Background: an optimization exercise with open tools, aiming at small area, a short achievable clock period and few clock cycles per item. Do not read the settings as production practice. At most, simulation tests tie the RTL to the original design; equivalence was not proved. The RTL of run 1 was laid out without a check of its function.

==> flow/design.v (outline; a module is shown in full before it is edited, if it fits) <==
// module multiply: 555 lines
// module benc: 6 lines
// module fa: 6 lines
// module ha: 6 lines
module multiply (clk, prod, fin, mcand, mplier, reset);
  // ...
==> flow/flow/run.sh <==
#!/bin/bash
# Standard layout, but with plain buffers on the ports instead of delay cells.
export BUFFER_PORTS_ARGS="-buffer_cell sky130_fd_sc_hd__buf_2"
bash standard.sh > standard.log 2>&1
==> flow/standard.sh <==
#!/bin/bash
# synth_recipe.tcl (not shown) runs the flow's synth.tcl, then flattens the netlist and writes it again
# the make line also repeats each setting of config.mk as NAME=value (left out here)
make -C /OpenROAD-flow-scripts/flow DESIGN_CONFIG=/design/flow/config.mk WORK_HOME=/design/flow/orfs CLKGATE_MAP_FILE= SYNTH_SCRIPT=/design/flow/synth_recipe.tcl "${@:-finish}"
==> flow/config.mk <==
export PLATFORM = sky130hd
export DESIGN_NAME = multiply
export DESIGN_NICKNAME = multiply
export VERILOG_FILES = /design/flow/design.v
export SDC_FILE = /design/flow/constraint.sdc
export NUM_CORES = 4
export LEC_CHECK = 0
export CAP_MARGIN = 20
export CORE_MARGIN = 2
export CORE_UTILIZATION = 55
export PLACE_DENSITY = 0.75
export SETUP_SLACK_MARGIN = 0.5
export SLEW_MARGIN = 20
export SYNTH_HIERARCHICAL = 1
export SYNTH_MINIMUM_KEEP_SIZE = 0
==> flow/constraint.sdc <==
create_clock -name core_clock -period 4.5 [get_ports {clk}]
set_input_delay 0.9000 -clock core_clock [delete_from_list [all_inputs] [get_ports {clk}]]
set_output_delay 0.9000 -clock core_clock [all_outputs]
set_load 0.01 [all_outputs]
==> impl_summary.txt, run 1 <==
----------------------------------------------------
[Clock network]
  CTS max path bufs ... 2
  Number of CTS-inserted buffers ... 17
  CTS-repair resized insts ... 9
  Clock latency on the worst-skew pair ... 0.44 ns
  Clock root buffer master ... sky130_fd_sc_hd__clkbuf_16

[Critical path]
  Arrival time at the worst endpoint ... 3.15 ns
  Capturing point of the worst reg2reg path ... C[0]
  Biggest fanout along the worst timing path ... 4
  Critical path destination ... prod[61]
  Category of the critical setup timing path ... register to output port
  Critical path's top delay family ... compound AO/OA/AOI/OAI gates
  Count of cells along the worst register-to-register path ... 9

[Hold path]
  Path class of the lowest-slack min-delay path ... register to register
  Worst hold stages ... 2

[Floorplan]
  Core box area ... 0.0251 mm²
  Count of inserted tapcells ... 330
  Die X-Extent ... 164 µm

[Global route]
  Routing usage on met1 ... 0.435
  GR Overflow Total ... 0

[Finish]
  Fraction of area in multi-input gates ... 0.693
  Fillcell total ... 2047
  Clock buf/inv share ... 0.0393
  Largest registers ... C x32, S x32, sh x24
  Count of multi-input combinational gates ... 1113
  End-of-flow core utilization ... 0.636

[Routing]
  Antenna Violating Nets Remaining ... 0
  First DRT Iteration DRCs ... 1395

[STA]
  Period Utilization, post-route ... 0.899
  Worst slew margin ... 0.439
  Setup TNS Final ... 0 ns

[Run]
  Maximum Capacitance Violations ... 0

[Logic synthesis]
  Dominant cells by area after synthesis ... sky130_fd_sc_hd__fa_1 27%, sky130_fd_sc_hd__dfxtp_1 18%, sky130_fd_sc_hd__xnor2_1 14%
  Combinational family with the most area after synthesis ... adder cells
  Most common library cells after synthesis ... 224 x sky130_fd_sc_hd__xnor2_1, 191 x sky130_fd_sc_hd__fa_1, 187 x sky130_fd_sc_hd__a22oi_1, 128 x sky130_fd_sc_hd__dfxtp_1, 80 x sky130_fd_sc_hd__ha_1
  Count leader, synth ... sky130_fd_sc_hd__xnor2_1

[Status]
  Run status ... complete, no violations

[Placed design]
  Number of cells after detailed placement ... 1770

----------------------------------------------------
==> run 2: changes to the inputs <==
--- a/flow/design.v
+++ b/flow/design.v
@@ -544,26 +544,473 @@
 		C <= y[44:12];
 		lx <= x[11:0];
 		ly <= y[11:0];
 		cin <= low[12] & ~ld;
 		e1 <= reset ? 6'd0 : {q5[1] ^ q5[0], q4[1] ^ q4[0], q3[1] ^ q3[0], q2[1] ^ q2[0], q1[1] ^ q1[0], q0[1] ^ q0[0]};
 		e2 <= reset ? 6'd0 : {(q5[2] ^ q5[1]) & ~(q5[1] ^ q5[0]), (q4[2] ^ q4[1]) & ~(q4[1] ^ q4[0]), (q3[2] ^ q3[1]) & ~(q3[1] ^ q3[0]), (q2[2] ^ q2[1]) & ~(q2[1] ^ q2[0]), (q1[2] ^ q1[1]) & ~(q1[1] ^ q1[0]), (q0[2] ^ q0[1]) & ~(q0[1] ^ q0[0])};
 		sh <= ld ? mpx[35:12] : {low[11:0], sh[23:12]};
 	end
-	wire [40:0] his = {S, lx, cin} + {C, ly, cin};
-	wire [39:0] hi = his[40:1];
+	wire hs_p0, hs_g0;
+	ha uhs_0 (lx[0], ly[0], hs_p0, hs_g0);
+	wire hs_p1, hs_g1;
+	ha uhs_1 (lx[1], ly[1], hs_p1, hs_g1);
+	wire hs_p2, hs_g2;
+	ha uhs_2 (lx[2], ly[2], hs_p2, hs_g2);
+	wire hs_p3, hs_g3;
+	ha uhs_3 (lx[3], ly[3], hs_p3, hs_g3);
+	wire hs_p4, hs_g4;
+	ha uhs_4 (lx[4], ly[4], hs_p4, hs_g4);
+	wire hs_p5, hs_g5;
+	ha uhs_5 (lx[5], ly[5], hs_p5, hs_g5);
+	wire hs_p6, hs_g6;
+	ha uhs_6 (lx[6], ly[6], hs_p6, hs_g6);
+	wire hs_p7, hs_g7;
+	ha uhs_7 (lx[7], ly[7], hs_p7, hs_g7);
+	wire hs_p8, hs_g8;
+	ha uhs_8 (lx[8], ly[8], hs_p8, hs_g8);
+	wire hs_p9, hs_g9;
+	ha uhs_9 (lx[9], ly[9], hs_p9, hs_g9);
+	wire hs_p10, hs_g10;
+	ha uhs_10 (lx[10], ly[10], hs_p10, hs_g10);
+	wire hs_p11, hs_g11;
+	ha uhs_11 (lx[11], ly[11], hs_p11, hs_g11);
+	wire hs_p12, hs_g12;
+	ha uhs_12 (S[0], C[0], hs_p12, hs_g12);
+	wire hs_p13, hs_g13;
+	ha uhs_13 (S[1], C[1], hs_p13, hs_g13);
+	wire hs_p14, hs_g14;
+	ha uhs_14 (S[2], C[2], hs_p14, hs_g14);
+	wire hs_p15, hs_g15;
+	ha uhs_15 (S[3], C[3], hs_p15, hs_g15);
+	wire hs_p16, hs_g16;
+	ha uhs_16 (S[4], C[4], hs_p16, hs_g16);
+	wire hs_p17, hs_g17;
+	ha uhs_17 (S[5], C[5], hs_p17, hs_g17);
+	wire hs_p18, hs_g18;
+	ha uhs_18 (S[6], C[6], hs_p18, hs_g18);
+	wire hs_p19, hs_g19;
+	ha uhs_19 (S[7], C[7], hs_p19, hs_g19);
+	wire hs_p20, hs_g20;
+	ha uhs_20 (S[8], C[8], hs_p20, hs_g20);
+	wire hs_p21, hs_g21;
+	ha uhs_21 (S[9], C[9], hs_p21, hs_g21);
+	wire hs_p22, hs_g22;
+	ha uhs_22 (S[10], C[10], hs_p22, hs_g22);
+	wire hs_p23, hs_g23;
+	ha uhs_23 (S[11], C[11], hs_p23, hs_g23);
+	wire hs_p24, hs_g24;
+	ha uhs_24 (S[12], C[12], hs_p24, hs_g24);
+	wire hs_p25, hs_g25;
+	ha uhs_25 (S[13], C[13], hs_p25, hs_g25);
+	wire hs_p26, hs_g26;
+	ha uhs_26 (S[14], C[14], hs_p26, hs_g26);
+	wire hs_p27, hs_g27;
+	ha uhs_27 (S[15], C[15], hs_p27, hs_g27);
+	wire hs_p28, hs_g28;
+	ha uhs_28 (S[16], C[16], hs_p28, hs_g28);
+	wire hs_p29, hs_g29;
+	ha uhs_29 (S[17], C[17], hs_p29, hs_g29);
+	wire hs_p30, hs_g30;
+	ha uhs_30 (S[18], C[18], hs_p30, hs_g30);
+	wire hs_p31, hs_g31;
+	ha uhs_31 (S[19], C[19], hs_p31, hs_g31);
+	wire hs_p32, hs_g32;
+	ha uhs_32 (S[20], C[20], hs_p32, hs_g32);
+	wire hs_p33, hs_g33;
+	ha uhs_33 (S[21], C[21], hs_p33, hs_g33);
+	wire hs_p34, hs_g34;
+	ha uhs_34 (S[22], C[22], hs_p34, hs_g34);
+	wire hs_p35, hs_g35;
+	ha uhs_35 (S[23], C[23], hs_p35, hs_g35);
+	wire hs_p36, hs_g36;
+	ha uhs_36 (S[24], C[24], hs_p36, hs_g36);
+	wire hs_p37, hs_g37;
+	ha uhs_37 (S[25], C[25], hs_p37, hs_g37);
+	wire hs_p38, hs_g38;
+	ha uhs_38 (S[26], C[26], hs_p38, hs_g38);
+	wire hs_p39, hs_g39;
+	ha uhs_39 (S[27], C[27], hs_p39, hs_g39);
+	wire hs_1_1_g;
+	kg000 uhs_1_1_g (hs_g0, hs_p0, cin, hs_1_1_g);
+	wire hs_1_3_g;
+	kg000 uhs_1_3_g (hs_g2, hs_p2, hs_g1, hs_1_3_g);
+	wire hs_1_3_p;
+	kp00 uhs_1_3_p (hs_p2, hs_p1, hs_1_3_p);
+	wire hs_1_5_g;
+	kg000 uhs_1_5_g (hs_g4, hs_p4, hs_g3, hs_1_5_g);
+	wire hs_1_5_p;
+	kp00 uhs_1_5_p (hs_p4, hs_p3, hs_1_5_p);
+	wire hs_1_7_g;
+	kg000 uhs_1_7_g (hs_g6, hs_p6, hs_g5, hs_1_7_g);
+	wire hs_1_7_p;
+	kp00 uhs_1_7_p (hs_p6, hs_p5, hs_1_7_p);
+	wire hs_1_9_g;
+	kg000 uhs_1_9_g (hs_g8, hs_p8, hs_g7, hs_1_9_g);
+	wire hs_1_9_p;
+	kp00 uhs_1_9_p (hs_p8, hs_p7, hs_1_9_p);
+	wire hs_1_11_g;
+	kg000 uhs_1_11_g (hs_g10, hs_p10, hs_g9, hs_1_11_g);
+	wire hs_1_11_p;
+	kp00 uhs_1_11_p (hs_p10, hs_p9, hs_1_11_p);
+	wire hs_1_13_g;
+	kg000 uhs_1_13_g (hs_g12, hs_p12, hs_g11, hs_1_13_g);
+	wire hs_1_13_p;
+	kp00 uhs_1_13_p (hs_p12, hs_p11, hs_1_13_p);
+	wire hs_1_15_g;
+	kg000 uhs_1_15_g (hs_g14, hs_p14, hs_g13, hs_1_15_g);
+	wire hs_1_15_p;
+	kp00 uhs_1_15_p (hs_p14, hs_p13, hs_1_15_p);
+	wire hs_1_17_g;
+	kg000 uhs_1_17_g (hs_g16, hs_p16, hs_g15, hs_1_17_g);
+	wire hs_1_17_p;
+	kp00 uhs_1_17_p (hs_p16, hs_p15, hs_1_17_p);
+	wire hs_1_19_g;
+	kg000 uhs_1_19_g (hs_g18, hs_p18, hs_g17, hs_1_19_g);
+	wire hs_1_19_p;
+	kp00 uhs_1_19_p (hs_p18, hs_p17, hs_1_19_p);
+	wire hs_1_21_g;
+	kg000 uhs_1_21_g (hs_g20, hs_p20, hs_g19, hs_1_21_g);
+	wire hs_1_21_p;
+	kp00 uhs_1_21_p (hs_p20, hs_p19, hs_1_21_p);
+	wire hs_1_23_g;
+	kg000 uhs_1_23_g (hs_g22, hs_p22, hs_g21, hs_1_23_g);
+	wire hs_1_23_p;
+	kp00 uhs_1_23_p (hs_p22, hs_p21, hs_1_23_p);
+	wire hs_1_25_g;
+	kg000 uhs_1_25_g (hs_g24, hs_p24, hs_g23, hs_1_25_g);
+	wire hs_1_25_p;
+	kp00 uhs_1_25_p (hs_p24, hs_p23, hs_1_25_p);
+	wire hs_1_27_g;
+	kg000 uhs_1_27_g (hs_g26, hs_p26, hs_g25, hs_1_27_g);
+	wire hs_1_27_p;
+	kp00 uhs_1_27_p (hs_p26, hs_p25, hs_1_27_p);
+	wire hs_1_29_g;
+	kg000 uhs_1_29_g (hs_g28, hs_p28, hs_g27, hs_1_29_g);
+	wire hs_1_29_p;
+	kp00 uhs_1_29_p (hs_p28, hs_p27, hs_1_29_p);
+	wire hs_1_31_g;
+	kg000 uhs_1_31_g (hs_g30, hs_p30, hs_g29, hs_1_31_g);
+	wire hs_1_31_p;
+	kp00 uhs_1_31_p (hs_p30, hs_p29, hs_1_31_p);
+	wire hs_1_33_g;
+	kg000 uhs_1_33_g (hs_g32, hs_p32, hs_g31, hs_1_33_g);
+	wire hs_1_33_p;
+	kp00 uhs_1_33_p (hs_p32, hs_p31, hs_1_33_p);
+	wire hs_1_35_g;
+	kg000 uhs_1_35_g (hs_g34, hs_p34, hs_g33, hs_1_35_g);
+	wire hs_1_35_p;
+	kp00 uhs_1_35_p (hs_p34, hs_p33, hs_1_35_p);
+	wire hs_1_37_g;
+	kg000 uhs_1_37_g (hs_g36, hs_p36, hs_g35, hs_1_37_g);
+	wire hs_1_37_p;
+	kp00 uhs_1_37_p (hs_p36, hs_p35, hs_1_37_p);
+	wire hs_1_39_g;
+	kg000 uhs_1_39_g (hs_g38, hs_p38, hs_g37, hs_1_39_g);
+	wire hs_1_39_p;
+	kp00 uhs_1_39_p (hs_p38, hs_p37, hs_1_39_p);
+	wire hs_2_2_g;
+	kg001 uhs_2_2_g (hs_g1, hs_p1, hs_1_1_g, hs_2_2_g);
+	wire hs_2_3_g;
+	kg111 uhs_2_3_g (hs_1_3_g, hs_1_3_p, hs_1_1_g, hs_2_3_g);
+	wire hs_2_6_g;
+	kg001 uhs_2_6_g (hs_g5, hs_p5, hs_1_5_g, hs_2_6_g);
+	wire hs_2_6_p;
+	kp01 uhs_2_6_p (hs_p5, hs_1_5_p, hs_2_6_p);
+	wire hs_2_7_g;
+	kg111 uhs_2_7_g (hs_1_7_g, hs_1_7_p, hs_1_5_g, hs_2_7_g);
+	wire hs_2_7_p;
+	kp11 uhs_2_7_p (hs_1_7_p, hs_1_5_p, hs_2_7_p);
+	wire hs_2_10_g;
+	kg001 uhs_2_10_g (hs_g9, hs_p9, hs_1_9_g, hs_2_10_g);
+	wire hs_2_10_p;
+	kp01 uhs_2_10_p (hs_p9, hs_1_9_p, hs_2_10_p);
+	wire hs_2_11_g;
+	kg111 uhs_2_11_g (hs_1_11_g, hs_1_11_p, hs_1_9_g, hs_2_11_g);
+	wire hs_2_11_p;
+	kp11 uhs_2_11_p (hs_1_11_p, hs_1_9_p, hs_2_11_p);
+	wire hs_2_14_g;
+	kg001 uhs_2_14_g (hs_g13, hs_p13, hs_1_13_g, hs_2_14_g);
+	wire hs_2_14_p;
+	kp01 uhs_2_14_p (hs_p13, hs_1_13_p, hs_2_14_p);
+	wire hs_2_15_g;
+	kg111 uhs_2_15_g (hs_1_15_g, hs_1_15_p, hs_1_13_g, hs_2_15_g);
+	wire hs_2_15_p;
+	kp11 uhs_2_15_p (hs_1_15_p, hs_1_13_p, hs_2_15_p);
+	wire hs_2_18_g;
+	kg001 uhs_2_18_g (hs_g17, hs_p17, hs_1_17_g, hs_2_18_g);
+	wire hs_2_18_p;
+	kp01 uhs_2_18_p (hs_p17, hs_1_17_p, hs_2_18_p);
+	wire hs_2_19_g;
+	kg111 uhs_2_19_g (hs_1_19_g, hs_1_19_p, hs_1_17_g, hs_2_19_g);
+	wire hs_2_19_p;
+	kp11 uhs_2_19_p (hs_1_19_p, hs_1_17_p, hs_2_19_p);
+	wire hs_2_22_g;
+	kg001 uhs_2_22_g (hs_g21, hs_p21, hs_1_21_g, hs_2_22_g);
+	wire hs_2_22_p;
+	kp01 uhs_2_22_p (hs_p21, hs_1_21_p, hs_2_22_p);
+	wire hs_2_23_g;
+	kg111 uhs_2_23_g (hs_1_23_g, hs_1_23_p, hs_1_21_g, hs_2_23_g);
+	wire hs_2_23_p;
+	kp11 uhs_2_23_p (hs_1_23_p, hs_1_21_p, hs_2_23_p);
+	wire hs_2_26_g;
+	kg001 uhs_2_26_g (hs_g25, hs_p25, hs_1_25_g, hs_2_26_g);
+	wire hs_2_26_p;
+	kp01 uhs_2_26_p (hs_p25, hs_1_25_p, hs_2_26_p);
+	wire hs_2_27_g;
+	kg111 uhs_2_27_g (hs_1_27_g, hs_1_27_p, hs_1_25_g, hs_2_27_g);
+	wire hs_2_27_p;
+	kp11 uhs_2_27_p (hs_1_27_p, hs_1_25_p, hs_2_27_p);
+	wire hs_2_30_g;
+	kg001 uhs_2_30_g (hs_g29, hs_p29, hs_1_29_g, hs_2_30_g);
+	wire hs_2_30_p;
+	kp01 uhs_2_30_p (hs_p29, hs_1_29_p, hs_2_30_p);
+	wire hs_2_31_g;
+	kg111 uhs_2_31_g (hs_1_31_g, hs_1_31_p, hs_1_29_g, hs_2_31_g);
+	wire hs_2_31_p;
+	kp11 uhs_2_31_p (hs_1_31_p, hs_1_29_p, hs_2_31_p);
+	wire hs_2_34_g;
+	kg001 uhs_2_34_g (hs_g33, hs_p33, hs_1_33_g, hs_2_34_g);
+	wire hs_2_34_p;
+	kp01 uhs_2_34_p (hs_p33, hs_1_33_p, hs_2_34_p);
+	wire hs_2_35_g;
+	kg111 uhs_2_35_g (hs_1_35_g, hs_1_35_p, hs_1_33_g, hs_2_35_g);
+	wire hs_2_35_p;
+	kp11 uhs_2_35_p (hs_1_35_p, hs_1_33_p, hs_2_35_p);
+	wire hs_2_38_g;
+	kg001 uhs_2_38_g (hs_g37, hs_p37, hs_1_37_g, hs_2_38_g);
+	wire hs_2_38_p;
+	kp01 uhs_2_38_p (hs_p37, hs_1_37_p, hs_2_38_p);
+	wire hs_2_39_g;
+	kg111 uhs_2_39_g (hs_1_39_g, hs_1_39_p, hs_1_37_g, hs_2_39_g);
+	wire hs_2_39_p;
+	kp11 uhs_2_39_p (hs_1_39_p, hs_1_37_p, hs_2_39_p);
+	wire hs_3_4_g;
+	kg000 uhs_3_4_g (hs_g3, hs_p3, hs_2_3_g, hs_3_4_g);
+	wire hs_3_5_g;
+	kg110 uhs_3_5_g (hs_1_5_g, hs_1_5_p, hs_2_3_g, hs_3_5_g);
+	wire hs_3_6_g;
+	kg110 uhs_3_6_g (hs_2_6_g, hs_2_6_p, hs_2_3_g, hs_3_6_g);
+	wire hs_3_7_g;
+	kg000 uhs_3_7_g (hs_2_7_g, hs_2_7_p, hs_2_3_g, hs_3_7_g);
+	wire hs_3_12_g;
+	kg000 uhs_3_12_g (hs_g11, hs_p11, hs_2_11_g, hs_3_12_g);
+	wire hs_3_12_p;
+	kp00 uhs_3_12_p (hs_p11, hs_2_11_p, hs_3_12_p);
+	wire hs_3_13_g;
+	kg110 uhs_3_13_g (hs_1_13_g, hs_1_13_p, hs_2_11_g, hs_3_13_g);
+	wire hs_3_13_p;
+	kp10 uhs_3_13_p (hs_1_13_p, hs_2_11_p, hs_3_13_p);
+	wire hs_3_14_g;
+	kg110 uhs_3_14_g (hs_2_14_g, hs_2_14_p, hs_2_11_g, hs_3_14_g);
+	wire hs_3_14_p;
+	kp10 uhs_3_14_p (hs_2_14_p, hs_2_11_p, hs_3_14_p);
+	wire hs_3_15_g;
+	kg000 uhs_3_15_g (hs_2_15_g, hs_2_15_p, hs_2_11_g, hs_3_15_g);
+	wire hs_3_15_p;
+	kp00 uhs_3_15_p (hs_2_15_p, hs_2_11_p, hs_3_15_p);
+	wire hs_3_20_g;
+	kg000 uhs_3_20_g (hs_g19, hs_p19, hs_2_19_g, hs_3_20_g);
+	wire hs_3_20_p;
+	kp00 uhs_3_20_p (hs_p19, hs_2_19_p, hs_3_20_p);
+	wire hs_3_21_g;
+	kg110 uhs_3_21_g (hs_1_21_g, hs_1_21_p, hs_2_19_g, hs_3_21_g);
+	wire hs_3_21_p;
+	kp10 uhs_3_21_p (hs_1_21_p, hs_2_19_p, hs_3_21_p);
+	wire hs_3_22_g;
+	kg110 uhs_3_22_g (hs_2_22_g, hs_2_22_p, hs_2_19_g, hs_3_22_g);
+	wire hs_3_22_p;
+	kp10 uhs_3_22_p (hs_2_22_p, hs_2_19_p, hs_3_22_p);
+	wire hs_3_23_g;
+	kg000 uhs_3_23_g (hs_2_23_g, hs_2_23_p, hs_2_19_g, hs_3_23_g);
+	wire hs_3_23_p;
+	kp00 uhs_3_23_p (hs_2_23_p, hs_2_19_p, hs_3_23_p);
+	wire hs_3_28_g;
+	kg000 uhs_3_28_g (hs_g27, hs_p27, hs_2_27_g, hs_3_28_g);
+	wire hs_3_28_p;
+	kp00 uhs_3_28_p (hs_p27, hs_2_27_p, hs_3_28_p);
+	wire hs_3_29_g;
+	kg110 uhs_3_29_g (hs_1_29_g, hs_1_29_p, hs_2_27_g, hs_3_29_g);
+	wire hs_3_29_p;
+	kp10 uhs_3_29_p (hs_1_29_p, hs_2_27_p, hs_3_29_p);
+	wire hs_3_30_g;
+	kg110 uhs_3_30_g (hs_2_30_g, hs_2_30_p, hs_2_27_g, hs_3_30_g);
+	wire hs_3_30_p;
+	kp10 uhs_3_30_p (hs_2_30_p, hs_2_27_p, hs_3_30_p);
+	wire hs_3_31_g;
+	kg000 uhs_3_31_g (hs_2_31_g, hs_2_31_p, hs_2_27_g, hs_3_31_g);
+	wire hs_3_31_p;
+	kp00 uhs_3_31_p (hs_2_31_p, hs_2_27_p, hs_3_31_p);
+	wire hs_3_36_g;
+	kg000 uhs_3_36_g (hs_g35, hs_p35, hs_2_35_g, hs_3_36_g);
+	wire hs_3_36_p;
+	kp00 uhs_3_36_p (hs_p35, hs_2_35_p, hs_3_36_p);
+	wire hs_3_37_g;
+	kg110 uhs_3_37_g (hs_1_37_g, hs_1_37_p, hs_2_35_g, hs_3_37_g);
+	wire hs_3_37_p;
+	kp10 uhs_3_37_p (hs_1_37_p, hs_2_35_p, hs_3_37_p);
+	wire hs_3_38_g;
+	kg110 uhs_3_38_g (hs_2_38_g, hs_2_38_p, hs_2_35_g, hs_3_38_g);
+	wire hs_3_38_p;
+	kp10 uhs_3_38_p (hs_2_38_p, hs_2_35_p, hs_3_38_p);
+	wire hs_3_39_g;
+	kg000 uhs_3_39_g (hs_2_39_g, hs_2_39_p, hs_2_35_g, hs_3_39_g);
+	wire hs_3_39_p;
+	kp00 uhs_3_39_p (hs_2_39_p, hs_2_35_p, hs_3_39_p);
+	wire hs_4_8_g;
+	kg001 uhs_4_8_g (hs_g7, hs_p7, hs_3_7_g, hs_4_8_g);
+	wire hs_4_9_g;
+	kg111 uhs_4_9_g (hs_1_9_g, hs_1_9_p, hs_3_7_g, hs_4_9_g);
+	wire hs_4_10_g;
+	kg111 uhs_4_10_g (hs_2_10_g, hs_2_10_p, hs_3_7_g, hs_4_10_g);
+	wire hs_4_11_g;
+	kg001 uhs_4_11_g (hs_2_11_g, hs_2_11_p, hs_3_7_g, hs_4_11_g);
+	wire hs_4_12_g;
+	kg111 uhs_4_12_g (hs_3_12_g, hs_3_12_p, hs_3_7_g, hs_4_12_g);
+	wire hs_4_13_g;
+	kg001 uhs_4_13_g (hs_3_13_g, hs_3_13_p, hs_3_7_g, hs_4_13_g);
+	wire hs_4_14_g;
+	kg001 uhs_4_14_g (hs_3_14_g, hs_3_14_p, hs_3_7_g, hs_4_14_g);
+	wire hs_4_15_g;
+	kg111 uhs_4_15_g (hs_3_15_g, hs_3_15_p, hs_3_7_g, hs_4_15_g);
+	wire hs_4_24_g;
+	kg001 uhs_4_24_g (hs_g23, hs_p23, hs_3_23_g, hs_4_24_g);
+	wire hs_4_24_p;
+	kp01 uhs_4_24_p (hs_p23, hs_3_23_p, hs_4_24_p);
+	wire hs_4_25_g;
+	kg111 uhs_4_25_g (hs_1_25_g, hs_1_25_p, hs_3_23_g, hs_4_25_g);
+	wire hs_4_25_p;
+	kp11 uhs_4_25_p (hs_1_25_p, hs_3_23_p, hs_4_25_p);
+	wire hs_4_26_g;
+	kg111 uhs_4_26_g (hs_2_26_g, hs_2_26_p, hs_3_23_g, hs_4_26_g);
+	wire hs_4_26_p;
+	kp11 uhs_4_26_p (hs_2_26_p, hs_3_23_p, hs_4_26_p);
+	wire hs_4_27_g;
+	kg001 uhs_4_27_g (hs_2_27_g, hs_2_27_p, hs_3_23_g, hs_4_27_g);
+	wire hs_4_27_p;
+	kp01 uhs_4_27_p (hs_2_27_p, hs_3_23_p, hs_4_27_p);
+	wire hs_4_28_g;
+	kg111 uhs_4_28_g (hs_3_28_g, hs_3_28_p, hs_3_23_g, hs_4_28_g);
+	wire hs_4_28_p;
+	kp11 uhs_4_28_p (hs_3_28_p, hs_3_23_p, hs_4_28_p);
+	wire hs_4_29_g;
+	kg001 uhs_4_29_g (hs_3_29_g, hs_3_29_p, hs_3_23_g, hs_4_29_g);
+	wire hs_4_29_p;
+	kp01 uhs_4_29_p (hs_3_29_p, hs_3_23_p, hs_4_29_p);
+	wire hs_4_30_g;
+	kg001 uhs_4_30_g (hs_3_30_g, hs_3_30_p, hs_3_23_g, hs_4_30_g);
+	wire hs_4_30_p;
+	kp01 uhs_4_30_p (hs_3_30_p, hs_3_23_p, hs_4_30_p);
+	wire hs_4_31_g;
+	kg111 uhs_4_31_g (hs_3_31_g, hs_3_31_p, hs_3_23_g, hs_4_31_g);
+	wire hs_4_31_p;
+	kp11 uhs_4_31_p (hs_3_31_p, hs_3_23_p, hs_4_31_p);
+	wire hs_4_40_g;
+	kg001 uhs_4_40_g (hs_g39, hs_p39, hs_3_39_g, hs_4_40_g);
+	wire hs_4_40_p;
+	kp01 uhs_4_40_p (hs_p39, hs_3_39_p, hs_4_40_p);
+	wire hs_5_16_g;
+	kg000 uhs_5_16_g (hs_g15, hs_p15, hs_4_15_g, hs_5_16_g);
+	wire hs_5_17_g;
+	kg110 uhs_5_17_g (hs_1_17_g, hs_1_17_p, hs_4_15_g, hs_5_17_g);
+	wire hs_5_18_g;
+	kg110 uhs_5_18_g (hs_2_18_g, hs_2_18_p, hs_4_15_g, hs_5_18_g);
+	wire hs_5_19_g;
+	kg000 uhs_5_19_g (hs_2_19_g, hs_2_19_p, hs_4_15_g, hs_5_19_g);
+	wire hs_5_20_g;
+	kg110 uhs_5_20_g (hs_3_20_g, hs_3_20_p, hs_4_15_g, hs_5_20_g);
+	wire hs_5_21_g;
+	kg000 uhs_5_21_g (hs_3_21_g, hs_3_21_p, hs_4_15_g, hs_5_21_g);
+	wire hs_5_22_g;
+	kg000 uhs_5_22_g (hs_3_22_g, hs_3_22_p, hs_4_15_g, hs_5_22_g);
+	wire hs_5_23_g;
+	kg110 uhs_5_23_g (hs_3_23_g, hs_3_23_p, hs_4_15_g, hs_5_23_g);
+	wire hs_5_24_g;
+	kg110 uhs_5_24_g (hs_4_24_g, hs_4_24_p, hs_4_15_g, hs_5_24_g);
+	wire hs_5_25_g;
+	kg000 uhs_5_25_g (hs_4_25_g, hs_4_25_p, hs_4_15_g, hs_5_25_g);
+	wire hs_5_26_g;
+	kg000 uhs_5_26_g (hs_4_26_g, hs_4_26_p, hs_4_15_g, hs_5_26_g);
+	wire hs_5_27_g;
+	kg110 uhs_5_27_g (hs_4_27_g, hs_4_27_p, hs_4_15_g, hs_5_27_g);
+	wire hs_5_28_g;
+	kg000 uhs_5_28_g (hs_4_28_g, hs_4_28_p, hs_4_15_g, hs_5_28_g);
+	wire hs_5_29_g;
+	kg110 uhs_5_29_g (hs_4_29_g, hs_4_29_p, hs_4_15_g, hs_5_29_g);
+	wire hs_5_30_g;
+	kg110 uhs_5_30_g (hs_4_30_g, hs_4_30_p, hs_4_15_g, hs_5_30_g);
+	wire hs_5_31_g;
+	kg000 uhs_5_31_g (hs_4_31_g, hs_4_31_p, hs_4_15_g, hs_5_31_g);
+	wire hs_6_32_g;
+	kg001 uhs_6_32_g (hs_g31, hs_p31, hs_5_31_g, hs_6_32_g);
+	wire hs_6_33_g;
+	kg111 uhs_6_33_g (hs_1_33_g, hs_1_33_p, hs_5_31_g, hs_6_33_g);
+	wire hs_6_34_g;
+	kg111 uhs_6_34_g (hs_2_34_g, hs_2_34_p, hs_5_31_g, hs_6_34_g);
+	wire hs_6_35_g;
+	kg001 uhs_6_35_g (hs_2_35_g, hs_2_35_p, hs_5_31_g, hs_6_35_g);
+	wire hs_6_36_g;
+	kg111 uhs_6_36_g (hs_3_36_g, hs_3_36_p, hs_5_31_g, hs_6_36_g);
+	wire hs_6_37_g;
+	kg001 uhs_6_37_g (hs_3_37_g, hs_3_37_p, hs_5_31_g, hs_6_37_g);
+	wire hs_6_38_g;
+	kg001 uhs_6_38_g (hs_3_38_g, hs_3_38_p, hs_5_31_g, hs_6_38_g);
+	wire hs_6_39_g;
+	kg111 uhs_6_39_g (hs_3_39_g, hs_3_39_p, hs_5_31_g, hs_6_39_g);
+	wire hs_6_40_g;
+	kg111 uhs_6_40_g (hs_4_40_g, hs_4_40_p, hs_5_31_g, hs_6_40_g);
+	wire [39:0] hi = {(hs_6_39_g ^ hs_p39), (~hs_6_38_g ^ hs_p38), (~hs_6_37_g ^ hs_p37), (hs_6_36_g ^ hs_p36), (~hs_6_35_g ^ hs_p35), (hs_6_34_g ^ hs_p34), (hs_6_33_g ^ hs_p33), (~hs_6_32_g ^ hs_p32), (~hs_5_31_g ^ hs_p31), (hs_5_30_g ^ hs_p30), (hs_5_29_g ^ hs_p29), (~hs_5_28_g ^ hs_p28), (hs_5_27_g ^ hs_p27), (~hs_5_26_g ^ hs_p26), (~hs_5_25_g ^ hs_p25), (hs_5_24_g ^ hs_p24), (hs_5_23_g ^ hs_p23), (~hs_5_22_g ^ hs_p22), (~hs_5_21_g ^ hs_p21), (hs_5_20_g ^ hs_p20), (~hs_5_19_g ^ hs_p19), (hs_5_18_g ^ hs_p18), (hs_5_17_g ^ hs_p17), (~hs_5_16_g ^ hs_p16), (hs_4_15_g ^ hs_p15), (~hs_4_14_g ^ hs_p14), (~hs_4_13_g ^ hs_p13), (hs_4_12_g ^ hs_p12), (~hs_4_11_g ^ hs_p11), (hs_4_10_g ^ hs_p10), (hs_4_9_g ^ hs_p9), (~hs_4_8_g ^ hs_p8), (~hs_3_7_g ^ hs_p7), (hs_3_6_g ^ hs_p6), (hs_3_5_g ^ hs_p5), (~hs_3_4_g ^ hs_p4), (hs_2_3_g ^ hs_p3), (~hs_2_2_g ^ hs_p2), (~hs_1_1_g ^ hs_p1), (cin ^ hs_p0)};
 	assign prod = {hi, sh};
 endmodule
 module benc (g, s1, s2);
 	input [2:0] g;
 	output s1, s2;
 	assign s1 = g[1] ^ g[0];
 	assign s2 = (g[2] ^ g[1]) & ~(g[1] ^ g[0]);
 endmodule
+module kg000 (g, p, gl, y);
+	input g, p, gl;
+	output y;
+	assign y = ~(g | p & gl);
+endmodule
+module kg001 (g, p, gl, y);
+	input g, p, gl;
+	output y;
+	assign y = ~(g | p & ~gl);
+endmodule
+module kg110 (g, p, gl, y);
+	input g, p, gl;
+	output y;
+	assign y = ~g | ~p & gl;
+endmodule
+module kg111 (g, p, gl, y);
+	input g, p, gl;
+	output y;
+	assign y = ~g | ~p & ~gl;
+endmodule
+module kp00 (p, pl, y);
+	input p, pl;
+	output y;
+	assign y = ~(p & pl);
+endmodule
+module kp01 (p, pl, y);
+	input p, pl;
+	output y;
+	assign y = ~(p & ~pl);
+endmodule
+module kp10 (p, pl, y);
+	input p, pl;
+	output y;
+	assign y = ~p & pl;
+endmodule
+module kp11 (p, pl, y);
+	input p, pl;
+	output y;
+	assign y = ~p & ~pl;
+endmodule
 module fa (a, b, c, s, co);
 	input a, b, c;
 	output s, co;
 	assign s = a ^ b ^ c;
 	assign co = (a & b) | (a & c) | (b & c);
 endmodule
 module ha (a, b, s, co);
 	input a, b;
==> flow/config.mk (replaced) <==
export PLATFORM = sky130hd
export DESIGN_NAME = multiply
export DESIGN_NICKNAME = multiply
export VERILOG_FILES = /design/flow/design.v
export SDC_FILE = /design/flow/constraint.sdc
export NUM_CORES = 4
export LEC_CHECK = 0
export CAP_MARGIN = 20
export CORE_MARGIN = 2
export CORE_UTILIZATION = 40
export SETUP_SLACK_MARGIN = 0.5
export SLEW_MARGIN = 20
export SYNTH_HIERARCHICAL = 1
export SYNTH_MINIMUM_KEEP_SIZE = 0
==> impl_summary.txt, run 2 <==
----------------------------------------------------
[Critical path]
  Required @ worst endpoint ... 4.80 ns
  Kind of start point of the critical path ... input pin
  Critical path buffers and inverters ... 2
  Cells along the critical path ... buf_2 -> mux2i_1 -> inv_2 -> xnor2_1 -> fa_1 -> fa_1 -> fa_1 -> fa_1
  Peak per-stage delay on the critical path ... 0.66 ns
  Category of the critical setup timing path ... input pin to register
  Cell with the biggest individual delay on the critical path ... sky130_fd_sc_hd__inv_2
  Critical path's top delay family ... adder cells
  Arrival time at the worst endpoint ... 4.08 ns (+0.93 ns)
  Top cell by count, worst path ... sky130_fd_sc_hd__fa_1
  Biggest fanout along the worst timing path ... 26 (+22)
  CP endpoint kind ... register

[Logic synthesis]
  Count of distinct cell types in the synthesized netlist ... 51
  Synth area leader ... sky130_fd_sc_hd__fa_1
  Dominant cells by area after synthesis ... sky130_fd_sc_hd__fa_1 26%, sky130_fd_sc_hd__dfxtp_1 18%, sky130_fd_sc_hd__xnor2_1 13%
  Warning count from the yosys run ... 7
  Instance count of the mapped netlist ... 1415
  Share of the synthesized area in the top cell type ... 0.263
  Primary FF master, synth ... sky130_fd_sc_hd__dfxtp_1
  Async set-or-reset flop fraction in the synthesized netlist ... 0
  Summed instance area of the synthesized netlist ... 0.0146 mm²
  Flops & latches, synth ... 128
  EDFF count, synth ... 0
  Count leader, synth ... sky130_fd_sc_hd__xnor2_1
  Mean post-synth cell area ... 10.3 µm²
  Most common library cells after synthesis ... 223 x sky130_fd_sc_hd__xnor2_1, 191 x sky130_fd_sc_hd__fa_1, 186 x sky130_fd_sc_hd__a22oi_1, 128 x sky130_fd_sc_hd__dfxtp_1, 93 x sky130_fd_sc_hd__ha_1
  Sequential share of the synthesized area ... 0.176

[Finish]
  Area occupied by multi-input gates ... 0.0113 mm²
  Fillcell total ... 3454 (+69%)
  Layout overhead on the synthesized area ... 12.6%
  Fraction of layout cells with a size suffix above 1 ... 0.208
  Most frequent standard cell in the layout excluding fill and tap cells ... sky130_fd_sc_hd__xnor2_1
  Number of nets in the finished design ... 1853
  Largest registers ... C x32, S x32, sh x24
  Storage cell area ... 0.00257 mm²
  Highest-count cells in the layout ignoring fill and taps ... 223 x sky130_fd_sc_hd__xnor2_1, 191 x sky130_fd_sc_hd__fa_1, 186 x sky130_fd_sc_hd__a22oi_1
  Post-route cell area ... 0.0164 mm²

[Global route]
  Initial antenna violation count ... 2
  GR Overflow Total ... 0 (unchanged)
  Global-route usage over all layers ... 0.229
  Number of global-route vias before repair ... 11700
  Pin count of the biggest net entering global routing ... 52
  Global-route wire length before repair ... 67.3 mm

[STA]
  # setup viols final ... 0
  Setup TNS Final ... 0 ns (unchanged)
  Worst slew margin ... 0.419 (-0.0201)
  Final period demand of the worst path ... 3.77 ns
  Worst-Margin Slew ... 0.870 ns
  Unrepaired setup endpoints after global routing ... false
  Number of max-slew violations in the final report ... 0
  Highest attainable clock frequency ... 265 MHz
  Fin. Hold Viols ... 0
  Period Utilization, post-route ... 0.839 (-0.0602)
  Worst clock skew ... 0.0158 ns

[Floorplan]
  Initial Utilization ... 0.407
  Height of the die ... 195 µm
  Core box area ... 0.0357 mm² (+42%)
  Number of core rows ... 69
  I/O Pins ... 131
  Die Area ... 0.0379 mm²
  Die X-Extent ... 195 µm (+19%)

[Clock network]
  Number of CTS-inserted buffers ... 17 (unchanged)
  H-tree levels ... 4
  Number of sinks handled by clock tree synthesis ... 128
  TritonCTS clock tree ... done
  CTS max path bufs ... 2 (unchanged)
  Clock latency on the worst-skew pair ... 0.43 ns (about the same)
  Clock-pin slew reported for the worst setup and hold paths after clock tree synthesis ... 0.07 ns
  Post-cts hold buffer count ... 0
  Clock root buffer master ... sky130_fd_sc_hd__clkbuf_16

[Routing]
  First DRT Iteration DRCs ... 955 (-32%)
  DRT Pass-1 Iters ... 6
  Detail-routed net length per standard cell ... 21.3 µm
  Overall via count from detail_route ... 11000
  Antenna Violating Nets Remaining ... 0 (unchanged)
  Per-cell via count in the routed design ... 5.57
  Drt drc ... 0
  Wire length after detailed routing ... 42.2 mm

[Status]
  Run status ... complete, no violations

[Placed design]
  Detailed placement HPWL ... 31.1 mm
  Total placed instance area ... 0.0157 mm²
  Routability cong. ... 0.862
  Buffers added on ports ... 130

[Hold path]
  Path class of the lowest-slack min-delay path ... register to register

[Run]
  Maximum Capacitance Violations ... 0 (unchanged)

----------------------------------------------------
## run 2: cell types whose count changed after synthesis, moves of 13 or more
cell	before	now
sky130_fd_sc_hd__inv_1	32	64
sky130_fd_sc_hd__o21ai_1	2	23
sky130_fd_sc_hd__ha_1	80	93
sky130_fd_sc_hd__buf_1	20	1
sky130_fd_sc_hd__o21ai_2	7	24
sky130_fd_sc_hd__a21oi_1	58	12
sky130_fd_sc_hd__nand2b_1	6	20
sky130_fd_sc_hd__a21oi_2	1	61
sky130_fd_sc_hd__buf_2	15	55
sky130_fd_sc_hd__clkbuf_1	77	39
## run 2: repair_timing
action	in CTS	in global routing
setup endpoints to repair	9	22
cloned	0	0
gates resized for setup	2	6
pin swaps	0	1
endpoints found under the hold margin	0	0
setup buffers	0	1
## run 2: worst paths after layout
kind         startpoint  endpoint  slack (ns)  cells after the start
max reg2reg       first     C[17]        0.74                      7
min reg2reg      cnt[1]    cnt[1]        0.52                      2
max           mplier[3]     C[17]        0.73                      8
min              cnt[1]    cnt[1]        0.52                      2
## run 2: worst min-delay path, cell delays in order (launching register included)
cell	delay, ns
sky130_fd_sc_hd__dfxtp_1	0.34
sky130_fd_sc_hd__mux2i_1	0.07
sky130_fd_sc_hd__nor2_1	0.07
## run 2: cell type report
| cell class | instances | share of cell area |
|---|---|---|
| antenna | 3 | 0.000458 |
| clock buffer | 17 | 0.0260 |
| clock inverter | 15 | 0.00992 |
| inverter | 71 | 0.0164 |
| multi-input combinational | 1119 | 0.689 |
| sequential | 128 | 0.157 |
| tap | 461 | 0.0352 |
| timing repair buffer | 166 | 0.0661 |
## run 2: layer usage
layer  share of wire  global-route usage  vias to the layer above  wire length, µm
met5               0                   0                        -                0
met4           0.021              0.0738                        0              887
met3           0.057              0.0337                       47             2430
met2            0.49               0.385                      427            20600
met1            0.43               0.303                     5579            18300
li1                -                   -                     4980                -
## run 2: cells by family (layout without fill, tap and decap cells)
family          after synthesis  in the layout  share of synthesized area
compound gates              350            350                      0.182
other cells                   1              7                   0.000258
simple gates                203            203                     0.0773
fa+ha+maj                   284            284                      0.343
mux                          22             22                     0.0174
xor+xnor                    256            256                      0.154
flops                       128            128                      0.176
buf+inv                     171            269                     0.0509
## run 2: Yosys stat by module, one instance, submodules excluded
module	copies in the design	cells	area (µm²)
kp11	13	1	3.75
benc	6	4	31.3
fa	190	1	20.0
kp10	8	1	13.8
kg000	38	1	8.76
kg110	18	2	12.5
kg001	22	2	12.5
multiply	1	924	8330
ha	76	1	12.5
kp01	13	1	6.26
kp00	27	1	3.75
kg111	22	1	5.00
## run 2: per-stage QoR
| stage | hold slack [ns] | setup WS, ns | instances | utilization |
|---|---|---|---|---|
| floorplan | 0.468 | 0.723 | 1418 | - |
| global placement | 0.483 | 0.346 | 1944 | 0.441 |
| detailed placement | 0.512 | 0.291 | 1944 | 0.441 |
| CTS | 0.527 | 0.529 | 1976 | 0.457 |
| global route | 0.548 | 0.505 | 1979 | 0.459 |
| finish | 0.520 | 0.725 | 1980 | 0.459 |
Testbench counts of run 2, summed over its fixed seeds: cycles 12,800, items 3,200.
==> run 3: changes to the inputs <==
--- a/flow/config.mk
+++ b/flow/config.mk
@@ -9,5 +9,5 @@
 export CORE_MARGIN = 2
 export CORE_UTILIZATION = 40
-export SETUP_SLACK_MARGIN = 0.5
+export SETUP_SLACK_MARGIN = 0.8
 export SLEW_MARGIN = 20
 export SYNTH_HIERARCHICAL = 1
==> impl_summary.txt, run 3 <==
----------------------------------------------------
[Logic synthesis]
  Synth area leader ... sky130_fd_sc_hd__fa_1
  Warning count from the yosys run ... 7 (unchanged)
  Dominant cells by area after synthesis ... sky130_fd_sc_hd__fa_1 26%, sky130_fd_sc_hd__dfxtp_1 18%, sky130_fd_sc_hd__xnor2_1 13%
  Count of distinct cell types in the synthesized netlist ... 51 (unchanged)
  Summed instance area of the synthesized netlist ... 0.0146 mm² (unchanged)
  Async set-or-reset flop fraction in the synthesized netlist ... 0 (unchanged)
  Count leader, synth ... sky130_fd_sc_hd__xnor2_1
  Share of the synthesized area in the top cell type ... 0.263 (unchanged)
  EDFF count, synth ... 0 (unchanged)
  Flops & latches, synth ... 128 (unchanged)
  Primary FF master, synth ... sky130_fd_sc_hd__dfxtp_1
  Most common library cells after synthesis ... 223 x sky130_fd_sc_hd__xnor2_1, 191 x sky130_fd_sc_hd__fa_1, 186 x sky130_fd_sc_hd__a22oi_1, 128 x sky130_fd_sc_hd__dfxtp_1, 93 x sky130_fd_sc_hd__ha_1
  Sequential share of the synthesized area ... 0.176 (unchanged)
  Mean post-synth cell area ... 10.3 µm² (unchanged)
  Instance count of the mapped netlist ... 1415 (unchanged)

[Floorplan]
  Initial Utilization ... 0.407 (unchanged)
  Core box area ... 0.0357 mm² (unchanged)
  Number of core rows ... 69 (unchanged)
  Height of the die ... 195 µm (unchanged)
  I/O Pins ... 131 (unchanged)
  Die X-Extent ... 195 µm (unchanged)
  Die Area ... 0.0379 mm² (unchanged)

[Finish]
  End-of-flow core utilization ... 0.480 (+0.0219)
  Fraction of layout cells with a size suffix above 1 ... 0.287 (+0.0785)
  Most frequent standard cell in the layout excluding fill and tap cells ... sky130_fd_sc_hd__xnor2_1
  Layout overhead on the synthesized area ... 17.9%
  Highest-count cells in the layout ignoring fill and taps ... 211 x sky130_fd_sc_hd__xnor2_1, 151 x sky130_fd_sc_hd__fa_1, 150 x sky130_fd_sc_hd__a22oi_1
  Ant. Diodes ... 0 (-3)
  Number of nets in the finished design ... 1867 (+0.76%)
  Fillcell total ... 3328 (-3.6%)
  Largest registers ... C x32, S x32, sh x24

[Routing]
  Wire length after detailed routing ... 45.0 mm (+6.7%)
  Antenna Violating Nets Remaining ... 0 (unchanged)
  Detail-routed net length per standard cell ... 22.6 µm (+6.1%)
  First DRT Iteration DRCs ... 886 (-7.2%)
  Drt drc ... 0 (unchanged)
  Overall via count from detail_route ... 11200 (+1.8%)
  Per-cell via count in the routed design ... 5.64 (+1.2%)
  DRT Pass-1 Iters ... 7 (+1)

[Clock network]
  Clock root buffer master ... sky130_fd_sc_hd__clkbuf_16
  TritonCTS clock tree ... done
  Clock latency on the worst-skew pair ... 0.43 ns (about the same)
  Number of CTS-inserted buffers ... 17 (unchanged)
  H-tree levels ... 4 (unchanged)
  Number of sinks handled by clock tree synthesis ... 128 (unchanged)
  CTS max path bufs ... 2 (unchanged)
  Clock-pin slew reported for the worst setup and hold paths after clock tree synthesis ... 0.07 ns (about the same)

[Critical path]
  Critical R2R Launch ... first
  Peak per-stage delay on the critical path ... 0.55 ns (-0.11 ns)
  Flop-to-flop setup slack ... 0.89 ns (+0.15 ns)
  Capturing point of the worst reg2reg path ... C[7]
  Count of cells along the worst register-to-register path ... 8 (+1)
  Cells along the critical path ... buf_2 -> nand3b_1 -> o21ai_2 -> a21o_4 -> clkbuf_16 -> a22oi_1 -> xnor2_1 -> fa_2 -> fa_2 -> fa_2 -> fa_1
  Category of the critical setup timing path ... input pin to register
  Biggest fanout along the worst timing path ... 16 (-38%)
  CP endpoint kind ... register
  Top cell by count, worst path ... sky130_fd_sc_hd__fa_2
  Kind of start point of the critical path ... input pin
  Required @ worst endpoint ... 4.80 ns (about the same)
  Cell with the biggest individual delay on the critical path ... sky130_fd_sc_hd__fa_2
  Arrival time at the worst endpoint ... 3.96 ns (-0.12 ns)

[Global route]
  Global-route usage over all layers ... 0.237 (+0.00876)
  Pin count of the biggest net entering global routing ... 57 (+9.6%)
  Number of global-route vias before repair ... 11700 (+0.49%)
  Initial antenna violation count ... 1 (-1)
  GR Overflow Total ... 0 (unchanged)
  Global-route wire length before repair ... 69.4 mm (+3.2%)

[Hold path]
  Hold-critical path endpoint ... cnt[1]
  Worst hold stages ... 2 (unchanged)
  Worst hold start ... cnt[1]
  Path class of the lowest-slack min-delay path ... register to register

[Placed design]
  Routability cong. ... 0.889 (+3.1%)
  Detailed placement HPWL ... 32.1 mm (+3.0%)
  Buffers added on ports ... 130 (unchanged)

[Status]
  Run status ... complete, no violations

[STA]
  Final worst hold slack ... 0.517 ns (-0.00227 ns)
  # setup viols final ... 0 (unchanged)
  Worst slew margin ... 0.337 (-0.0825)
  Final period demand of the worst path ... 3.66 ns (-0.116 ns)
  Number of max-slew violations in the final report ... 0 (unchanged)
  Highest attainable clock frequency ... 273 MHz (+3.2%)
  Worst-Margin Slew ... 0.994 ns (+0.124 ns)
  Period Utilization, post-route ... 0.813 (-0.0259)
  Worst clock skew ... 0.0118 ns (-0.00406 ns)
  Unrepaired setup endpoints after global routing ... true
  Setup TNS Final ... 0 ns (unchanged)
  Fin. Hold Viols ... 0 (unchanged)

[Run]
  Maximum Capacitance Violations ... 0 (unchanged)

----------------------------------------------------
==> run 3: kinds of logic (layout without fill, tap and decap cells) <==
| logic type | Yosys count | count (layout) | synth area share |
|---|---|---|---|
| xor gates and xnor gates | 256 | 256 | 0.154 |
| DFF | 128 | 128 | 0.176 |
| adders and majority gates | 284 | 284 | 0.343 |
| and+or+nand+nor | 203 | 203 | 0.0773 |
| buffers and inverters | 171 | 282 | 0.0509 |
| muxes | 22 | 22 | 0.0174 |
| AOI/OAI and AO/OA | 350 | 351 | 0.182 |
| other | 1 | 4 | 0.000258 |
==> run 3: worst max-delay path: cells and delay by family <==
family | cells | cell delay, ns
compound gates | 3 | 0.53
xor+xnor | 1 | 0.20
fa+ha+maj | 4 | 1.84
buf+inv | 2 | 0.35
simple gates | 1 | 0.14
==> run 3: Yosys stat by module (local to each module, per instance), a selection <==
module / times used / cells inside / flip-flops and latches
kp01: 13 / 1 / 0
multiply: 1 / 924 / 128
kg110: 18 / 2 / 0
kp10: 8 / 1 / 0
kg111: 22 / 1 / 0
kg000: 38 / 1 / 0
ha: 76 / 1 / 0
benc: 6 / 4 / 0
kp11: 13 / 1 / 0
fa: 190 / 1 / 0
==> run 3: metrics by stage <==
stage / setup WS (ns) / instances / instance area (µm²)
global placement: 0.270 / 1942 / 15900
floorplan: 0.764 / 1418 / 14700
global route: 0.757 / 1991 / 17200
CTS: 0.773 / 1978 / 16600
finish: 0.841 / 1991 / 17200
detailed placement: 0.247 / 1942 / 15900
==> run 3: worst max-delay path by stage <==
stage / from / endpoint / slack [ns] / depth (start not counted)
5_1_grt: mplier[1] / C[0] / 0.76 / 11
3_5_place_dp: mplier[3] / C[3] / 0.25 / 9
2_1_floorplan: mplier[1] / C[0] / 0.76 / 10
6_report: mplier[3] / C[4] / 0.84 / 11
4_1_cts: lx[0] / prod[56] / 0.77 / 10
3_3_place_gp: mplier[3] / S[21] / 0.27 / 9
==> run 3: final cells by class <==
| class | count | area (µm²) | area share |
|---|---|---|---|
| Clock buffer | 17 | 425 | 0.0248 |
| Timing Repair Buffer | 179 | 1330 | 0.0775 |
| Multi-Input combinational cell | 1120 | 11900 | 0.691 |
| Sequential cell | 128 | 2570 | 0.150 |
| Clock inverter | 15 | 141 | 0.00823 |
| Inverter | 71 | 269 | 0.0157 |
| Tap cell | 461 | 577 | 0.0336 |
==> run 3: what timing repair did <==
| item | in CTS | in global routing |
|---|---|---|
| gates resized for setup | 30 | 75 |
| pin swaps | 5 | 58 |
| setup buffers | 3 | 8 |
| gates cloned | 1 | 5 |
| hold buffers | 0 | 0 |
| endpoints found under the setup margin | 82 | 67 |
==> run 3: routing by layer <==
metal,global-route usage,part of all wire
met4,0.0775,0.033
met3,0.0462,0.073
met2,0.387,0.47
met5,0,0.00029
met1,0.318,0.42
==> run 4: changes to the inputs <==
--- a/flow/config.mk
+++ b/flow/config.mk
@@ -9,5 +9,5 @@
 export CORE_MARGIN = 2
 export CORE_UTILIZATION = 40
-export SETUP_SLACK_MARGIN = 0.8
+export SETUP_SLACK_MARGIN = 0.65
 export SLEW_MARGIN = 20
 export SYNTH_HIERARCHICAL = 1
==> impl_summary.txt, run 4 <==
----------------------------------------------------
[Logic synthesis]
  Primary FF master, synth ... sky130_fd_sc_hd__dfxtp_1
  Summed instance area of the synthesized netlist ... 0.0146 mm² (unchanged)
  Warning count from the yosys run ... 7 (unchanged)
  Async set-or-reset flop fraction in the synthesized netlist ... 0 (unchanged)
  Instance count of the mapped netlist ... 1415 (unchanged)
  Synth area leader ... sky130_fd_sc_hd__fa_1
  Flops & latches, synth ... 128 (unchanged)
  Sequential share of the synthesized area ... 0.176 (unchanged)
  Count of distinct cell types in the synthesized netlist ... 51 (unchanged)
  Share of the synthesized area in the top cell type ... 0.263 (unchanged)
  Mean post-synth cell area ... 10.3 µm² (unchanged)
  Dominant cells by area after synthesis ... sky130_fd_sc_hd__fa_1 26%, sky130_fd_sc_hd__dfxtp_1 18%, sky130_fd_sc_hd__xnor2_1 13%
  EDFF count, synth ... 0 (unchanged)
  Count leader, synth ... sky130_fd_sc_hd__xnor2_1
  Most common library cells after synthesis ... 223 x sky130_fd_sc_hd__xnor2_1, 191 x sky130_fd_sc_hd__fa_1, 186 x sky130_fd_sc_hd__a22oi_1, 128 x sky130_fd_sc_hd__dfxtp_1, 93 x sky130_fd_sc_hd__ha_1

[Hold path]
  Hold-critical path endpoint ... cnt[1]
  Path class of the lowest-slack min-delay path ... register to register
  Worst hold start ... cnt[1]
  Worst hold stages ... 2 (unchanged)

[Routing]
  Drt drc ... 0 (unchanged)
  DRT Pass-1 Iters ... 5 (-2)
  Antenna Violating Nets Remaining ... 0 (unchanged)
  Detail-routed net length per standard cell ... 21.4 µm (-5.6%)
  Per-cell via count in the routed design ... 5.56 (-1.5%)
  First DRT Iteration DRCs ... 879 (-0.79%)
  Wire length after detailed routing ... 42.3 mm (-6.0%)
  Overall via count from detail_route ... 11000 (-1.9%)

[Placed design]
  Buffers added on ports ... 130 (unchanged)
  Detailed placement HPWL ... 31.1 mm (-2.9%)
  Routability cong. ... 0.862 (-3.0%)

[Clock network]
  Number of sinks handled by clock tree synthesis ... 128 (unchanged)
  Clock root buffer master ... sky130_fd_sc_hd__clkbuf_16
  Clock-pin slew reported for the worst setup and hold paths after clock tree synthesis ... 0.07 ns (about the same)
  H-tree levels ... 4 (unchanged)
  Number of CTS-inserted buffers ... 17 (unchanged)
  Post-cts hold buffer count ... 0 (unchanged)
  TritonCTS clock tree ... done
  Clock latency on the worst-skew pair ... 0.43 ns (about the same)
  CTS max path bufs ... 2 (unchanged)

[Floorplan]
  Die X-Extent ... 195 µm (unchanged)
  Number of core rows ... 69 (unchanged)
  Core box area ... 0.0357 mm² (unchanged)
  Height of the die ... 195 µm (unchanged)
  I/O Pins ... 131 (unchanged)
  Initial Utilization ... 0.407 (unchanged)
  Die Area ... 0.0379 mm² (unchanged)

[Critical path]
  Top cell by count, worst path ... sky130_fd_sc_hd__fa_1
  Kind of start point of the critical path ... input pin
  Cell with the biggest individual delay on the critical path ... sky130_fd_sc_hd__fa_1
  Count of cells along the worst register-to-register path ... 7 (-1)
  Capturing point of the worst reg2reg path ... C[17]
  Cells along the critical path ... buf_2 -> nand2b_1 -> o21ai_2 -> a21o_1 -> buf_12 -> a22oi_1 -> xnor2_1 -> fa_1 -> fa_1 -> fa_1 -> fa_1
  Flop-to-flop setup slack ... 0.86 ns (-0.03 ns)
  CP endpoint kind ... register
  Peak per-stage delay on the critical path ... 0.57 ns (+0.02 ns)
  Required @ worst endpoint ... 4.81 ns (about the same)
  Critical R2R Launch ... first
  Arrival time at the worst endpoint ... 4.02 ns (+0.06 ns)
  Category of the critical setup timing path ... input pin to register
  Biggest fanout along the worst timing path ... 32 (+16)

[Global route]
  Global-route wire length before repair ... 67.3 mm (-3.1%)
  Number of global-route vias before repair ... 11700 (-0.43%)
  Initial antenna violation count ... 2 (+1)
  Pin count of the biggest net entering global routing ... 52 (-8.8%)
  GR Overflow Total ... 0 (unchanged)
  Global-route usage over all layers ... 0.229 (-0.00876)

[STA]
  Fin. Hold Viols ... 0 (unchanged)
  # setup viols final ... 0 (unchanged)
  Period Utilization, post-route ... 0.825 (+0.0125)
  Worst slew margin ... 0.482 (+0.146)
  Highest attainable clock frequency ... 269 MHz (-1.5%)
  Setup TNS Final ... 0 ns (unchanged)
  Worst-Margin Slew ... 0.775 ns (-0.218 ns)
  Unrepaired setup endpoints after global routing ... false
  Worst clock skew ... 0.0152 ns (+0.00345 ns)
  Number of max-slew violations in the final report ... 0 (unchanged)
  Final period demand of the worst path ... 3.71 ns (+0.0561 ns)

[Finish]
  Highest-count cells in the layout ignoring fill and taps ... 223 x sky130_fd_sc_hd__xnor2_1, 191 x sky130_fd_sc_hd__fa_1, 186 x sky130_fd_sc_hd__a22oi_1
  Fillcell total ... 3444 (+3.5%)
  Number of nets in the finished design ... 1856 (-0.59%)
  End-of-flow core utilization ... 0.461 (-0.0196)
  Most frequent standard cell in the layout excluding fill and tap cells ... sky130_fd_sc_hd__xnor2_1
  Fraction of layout cells with a size suffix above 1 ... 0.215 (-0.0717)
  Largest registers ... C x32, S x32, sh x24
  Layout overhead on the synthesized area ... 13.1%

[Status]
  Run status ... complete, no violations

[Run]
  Maximum Capacitance Violations ... 0 (unchanged)

----------------------------------------------------
==> run 4: metal layers <==
metal  global-route usage  part of all wire
met1                0.303              0.43
met2                0.384              0.49
met3               0.0337             0.056
met4               0.0738             0.024
met5                    0                 0
==> run 4: how the worst max path moves through the flow <==
stage / end / start / slack, ns / depth (start not counted)
5_1_grt: C[23] / mplier[3] / 0.65 / 11
2_1_floorplan: ly[11] / mplier[1] / 0.72 / 10
6_report: C[23] / mplier[3] / 0.79 / 11
3_3_place_gp: C[1] / mplier[7] / 0.35 / 8
3_5_place_dp: C[17] / mplier[7] / 0.29 / 8
4_1_cts: prod[56] / lx[0] / 0.63 / 10
==> run 4: kinds of logic after synthesis <==
group,share of synthesized area
AOI/OAI and AO/OA,0.182
adders and majority gates,0.343
xor gates and xnor gates,0.154
and+or+nand+nor,0.0773
buffers and inverters,0.0509
DFF,0.176
muxes,0.0174
other,0.000258
==> run 4: through the flow <==
step                cells  worst slack (ns)  hold slack, ns  area (µm²)
finish               1983             0.785           0.520       16500
global route         1982             0.652           0.548       16500
CTS                  1977             0.630           0.527       16400
detailed placement   1944             0.291           0.512       15700
global placement     1944             0.346           0.483       15700
floorplan            1418             0.723           0.468       14600
==> run 4: timing repair <==
| item | CTS | global route |
|---|---|---|
| endpoints found under the setup margin | 18 | 70 |
| buffers inserted | 1 | 3 |
| endpoints found under the hold margin | 0 | 0 |
| pin swaps | 0 | 3 |
| gates resized for setup | 6 | 18 |
==> run 4: critical path: cells and delay by family <==
kind                       cells  cell delay (ns)
AOI/OAI and AO/OA              3             0.42
xor gates and xnor gates       1             0.28
and+or+nand+nor                1             0.15
buffers and inverters          2             0.34
adders and majority gates      4             1.89
==> run 4: area by class of cell <==
type / instances / area (µm²) / share of cell area
clock buffer: 17 / 425 / 0.0258
sequential: 128 / 2570 / 0.156
inverter: 71 / 272 / 0.0165
timing repair buffer: 169 / 1110 / 0.0676
multi-input combinational: 1119 / 11300 / 0.689
clock inverter: 15 / 163 / 0.00987
tap: 461 / 577 / 0.0350
antenna: 3 / 7.51 / 0.000456
==> run 4: modules after synthesis (local to each module, per instance) <==
module,cell area [µm²],flip-flops and latches
kp01,6.26,0
kg000,8.76,0
kp10,13.8,0
kp00,3.75,0
kp11,3.75,0
kg001,12.5,0
fa,20.0,0
kg111,5.00,0
multiply,8330,128
benc,31.3,0
ha,12.5,0
kg110,12.5,0

[separate check: timing with driven ports]
In the flow no input, the clock included, has a driving cell. The finished layouts below were timed again as built, in two steps. Step 1 sets driving cells, clkbuf_16 on the clock port and buf_2 on the other inputs (assumed; they add their load-dependent delay and slew). Step 2 adds t to the input delays and takes it off the output delays; t is the mean of the earliest and latest rising clock arrival at the registers after step 1. Input paths then give back, and output paths get back, about the clock's delay inside the block. Three values: no drivers, after step 1, after step 2; two values: the first two.
run | t (ns) | slack for setup (ns) | worst setup path at the end | slew at the worst register clock pin (ns) | cell pins on the clock port's net
run 1 | 0.479 | 0.454 / 0.404 / 0.213 | input to register | 0.07 / 0.07 | 1
run 2 | 0.477 | 0.725 / 0.702 / 0.265 | input to register | 0.08 / 0.08 | 1
run 3 | 0.477 | 0.841 / 0.822 / 0.364 | input to register | 0.07 / 0.07 | 1
run 4 | 0.478 | 0.785 / 0.752 / 0.328 | input to register | 0.07 / 0.07 | 1
After both steps setup and hold are still met in every run listed. The setup slack of run 3, which loses most, moves by -0.019 ns with the drivers and by -0.477 ns with both steps.
